From an optimization exercise on the open Yosys and OpenROAD flow, aimed at small area; shortcuts taken in it are not production practice.
Only simulation tests tie the RTL to the original design; equivalence was not proved.
Power and IR drop assume default switching activity.

## ivi_top
module ivi_top(
	input        clk,
	input        rst_n,
	input        in_a,
	input        in_b,
	input  [3:0] read_byte,
	output [7:0] out
);
	reg  [8:0] tb;
	wire       tick  = (tb == 9'd434);
	wire       etick = (tb == 9'd118);
	wire [8:0] tb_sh = {tb[7:0], tb[8] ^ tb[3]};
	always @(posedge clk)
		if (!rst_n)
			tb <= 9'd313;
		else
			tb <= {tb_sh[8:3], tb_sh[2] & ~tick, tb_sh[1:0]};
	reg  [3:0] st;
	wire       clr_st = st[3] | (st[2] & st[1]);    
	wire       cap    = tick & (st == 4'd3);
	wire       cs;
	always @(posedge clk)
		if (!rst_n)
			st <= 4'd0;
		else if (st == 4'd0) begin
			if (etick & cs)
				st <= 4'd1;
		end
		else if (tick)
			st <= (st == 4'd9) ? 4'd0 : st + 4'd1;
	reg        a, b, sb;
	reg [24:0] n;
	wire       clr = ~rst_n | clr_st;
	always @(posedge clk) begin
		a  <= ~clr & (a | in_a);
		b  <= ~clr & (b | in_b);
		sb <= b & (sb | ~a);
	end
	wire hi  = &{n[24], n[22], n[21], n[20], n[19], n[18], n[16],
	             n[14], n[13], n[12], n[11]};
	wire ov  = hi & (n[6] | (sb & (&n[5:0])));
	wire dn  = hi & n[6] & n[1] & n[0];
	assign cs = (a & b) | dn;
	wire cnt_en = (a ^ b) & ~(b & in_a) & ~dn;
	wire [25:0] nc;
	assign nc[0] = cnt_en;
	genvar i;
	generate
		for (i = 0; i < 25; i = i + 1) begin : g_cnt
			assign nc[i+1] = nc[i] & n[i];
			always @(posedge clk)
				n[i] <= (a | b) & (n[i] ^ nc[i]);
		end
	endgenerate
	reg [24:0] m;
	reg        f, x;
	always @(posedge clk)
		if (cap)
			m <= n;
  ...
Settings: LEC_CHECK=0, CAP_MARGIN=20, CORE_MARGIN=2, CORE_UTILIZATION=40, SLEW_MARGIN=20; clock period 10.0 ns.
standard.sh (not shown) runs the stock make flow with config.mk's settings and CLKGATE_MAP_FILE= SYNTH_SCRIPT=/design/flow/synth_recipe.tcl, a recipe that flattens the netlist after the stock synthesis.
==> flow/flow/run.sh <==
#!/bin/bash
# Layout flow: the standard flow (standard.sh) with
#  - synthesis: the standard flow's synthesis script, but yosys's abc call runs
#    flow/abc_area.script (area-oriented mapping, no up-sizing) in place of
#    ORFS's speed script; everything else (synth -nofsm -noshare, flatten,
#    renaming) is the same, so the registers are the standard ones
#  - ports buffered with buf_1
#  - CTS options: 
# Each step writes its full output to its own log in this folder.
set -euo pipefail
W=$(pwd)
export MY_ABC_SCRIPT=$W/flow/abc_area.script
export BUFFER_PORTS_ARGS="-buffer_cell sky130_fd_sc_hd__buf_1"
export CTS_ARGS="-sink_clustering_enable -repair_clock_nets -dont_use_dummy_load "
bash standard.sh SYNTH_SCRIPT=$W/flow/synth.tcl synth > synth.log 2>&1
bash standard.sh floorplan > floorplan.log 2>&1
bash standard.sh place > place.log 2>&1
bash standard.sh cts > cts.log 2>&1
bash standard.sh finish > finish.log 2>&1
==> flow/flow/abc_area.script <==
&get -n
&st
&dc2
&syn2
&dch -f
&nf -a -R 1000
&put
topo
dnsize -c
==> flow/flow/synth.tcl <==
proc synth {args} { yosys synth -nofsm -noshare {*}$args }
proc abc {args} {
  set i [lsearch -exact $args -script]
  if { $i >= 0 && [info exists ::env(MY_ABC_SCRIPT)] } { lset args [expr {$i+1}] $::env(MY_ABC_SCRIPT) }
  yosys abc {*}$args
}
source $::env(SCRIPTS_DIR)/synth.tcl
# left out here: clear keep_hierarchy, flatten, clean up, hide names made inside functions, write 1_2_yosys.v
Rerun with:
--- a/flow/flow/run.sh
+++ b/flow/flow/run.sh
@@ -4 +4 @@
-#    flow/abc_area.script (area-oriented mapping, no up-sizing) in place of
+#    flow/abc_area.script (deepsyn + area-oriented mapping, no up-sizing) in place of
@@ -8 +8 @@
-#  - CTS options: 
+#  - CTS options: -buf_list sky130_fd_sc_hd__clkbuf_4 -root_buf sky130_fd_sc_hd__clkbuf_4 -sink_clustering_size 25 -sink_clustering_max_diameter 200
@@ -14 +14 @@
-export CTS_ARGS="-sink_clustering_enable -repair_clock_nets -dont_use_dummy_load "
+export CTS_ARGS="-sink_clustering_enable -repair_clock_nets -dont_use_dummy_load -buf_list sky130_fd_sc_hd__clkbuf_4 -root_buf sky130_fd_sc_hd__clkbuf_4 -sink_clustering_size 25 -sink_clustering_max_diameter 200"
==> flow/flow/abc_area.script (replaced) <==
&get -n
&st
&deepsyn -T 60
&dch -f
&nf -a -R 1000
&put
topo
dnsize -c
Settings changed: CORE_UTILIZATION 40 to 65.
Result:
- clock power came out lower by 27%
- final cell count came out lower by 9.1%
- worst setup slack gets better by 75 ps
- non-clock buffer count is unchanged
Rerun with:
--- a/flow/flow/run.sh
+++ b/flow/flow/run.sh
@@ -4 +4 @@
-#    flow/abc_area.script (deepsyn + area-oriented mapping, no up-sizing) in place of
+#    flow/abc_area.script (area-oriented mapping, no up-sizing) in place of
==> flow/flow/abc_area.script (replaced) <==
&get -n
&st
&dc2
&syn2
&dch -f
&nf -a -R 1000
&put
topo
dnsize -c
Settings changed: CORE_UTILIZATION 65 to 40.
After rerunning: Setup slack is worse by 28 ps; total power barely changes; area after synthesis grows by about 1%; worst hold slack is better by 16 ps; via count barely changes; die area grows by 60%; combinational power grows by about 6%; sequential power stays flat; clock power barely changes.
Rerun with:
==> flow/flow/run.sh (replaced) <==
#!/bin/bash
# Standard layout with two changes: ports buffered with buf_1, and no CTS
# dummy loads. Each step's output goes to its own log here.
set -e
cp standard.sh standard_copy.sh.txt
export BUFFER_PORTS_ARGS="-buffer_cell sky130_fd_sc_hd__buf_1"
export CTS_ARGS="-sink_clustering_enable -repair_clock_nets -dont_use_dummy_load"
bash standard.sh synth > synth.log 2>&1
bash standard.sh finish > layout.log 2>&1
removed: flow/flow/abc_area.script
removed: flow/flow/synth.tcl
Effect: The new run completed with no timing, DRC or antenna violations. Clock power rises by 42%. Total power rises by 13%. Count of clock-buffer cells in the layout stays the same. Global-route usage falls by 0.72 points. Via count rises by 1.1%. Setup slack degrades by 73 ps. Maximum frequency falls by about 1.1%. Final area rises by about 6%. Combinational power rises by about 17%.

## afterwards: timing with drivers on the ports
The results above use ideal ports. As a check the final layouts listed here were re-extracted and re-timed, cells and wires unchanged. Step 1: set_driving_cell puts a clkbuf_16 on clk and a buf_2 on each other input, an assumption about the parent block. Step 2, shift: input delay + t, output delay - t, t = (earliest + latest rising clock arrival at the registers) / 2. This alone moves slack from input paths to output paths. Three values: no drivers, after step 1, after step 2; two values: the first two.
run | shift t [ns] | slack for setup (ns) | hold slack, ns | slew at the worst register clock pin (ns) | worst data-port slew with drivers (ns)
the first run | 0.342 | 3.420 / 3.427 / 3.085 | 0.442 / 0.442 / 0.442 | 0.07 / 0.07 | 0.03
the second run | 0.399 | 3.495 / 3.487 / 3.088 | 0.434 / 0.434 / 0.434 | 0.10 / 0.10 | 0.04
the third run | 0.390 | 3.467 / 3.475 / 3.085 | 0.450 / 0.450 / 0.450 | 0.10 / 0.10 | 0.03
the fourth run | 0.344 | 3.394 / 3.393 / 3.049 | 0.439 / 0.439 / 0.439 | 0.08 / 0.08 | 0.03
After both steps every run listed still meets setup and hold. For the second run, which loses most, drivers alone change the setup slack by -0.008 ns; drivers and shift together by -0.407 ns.
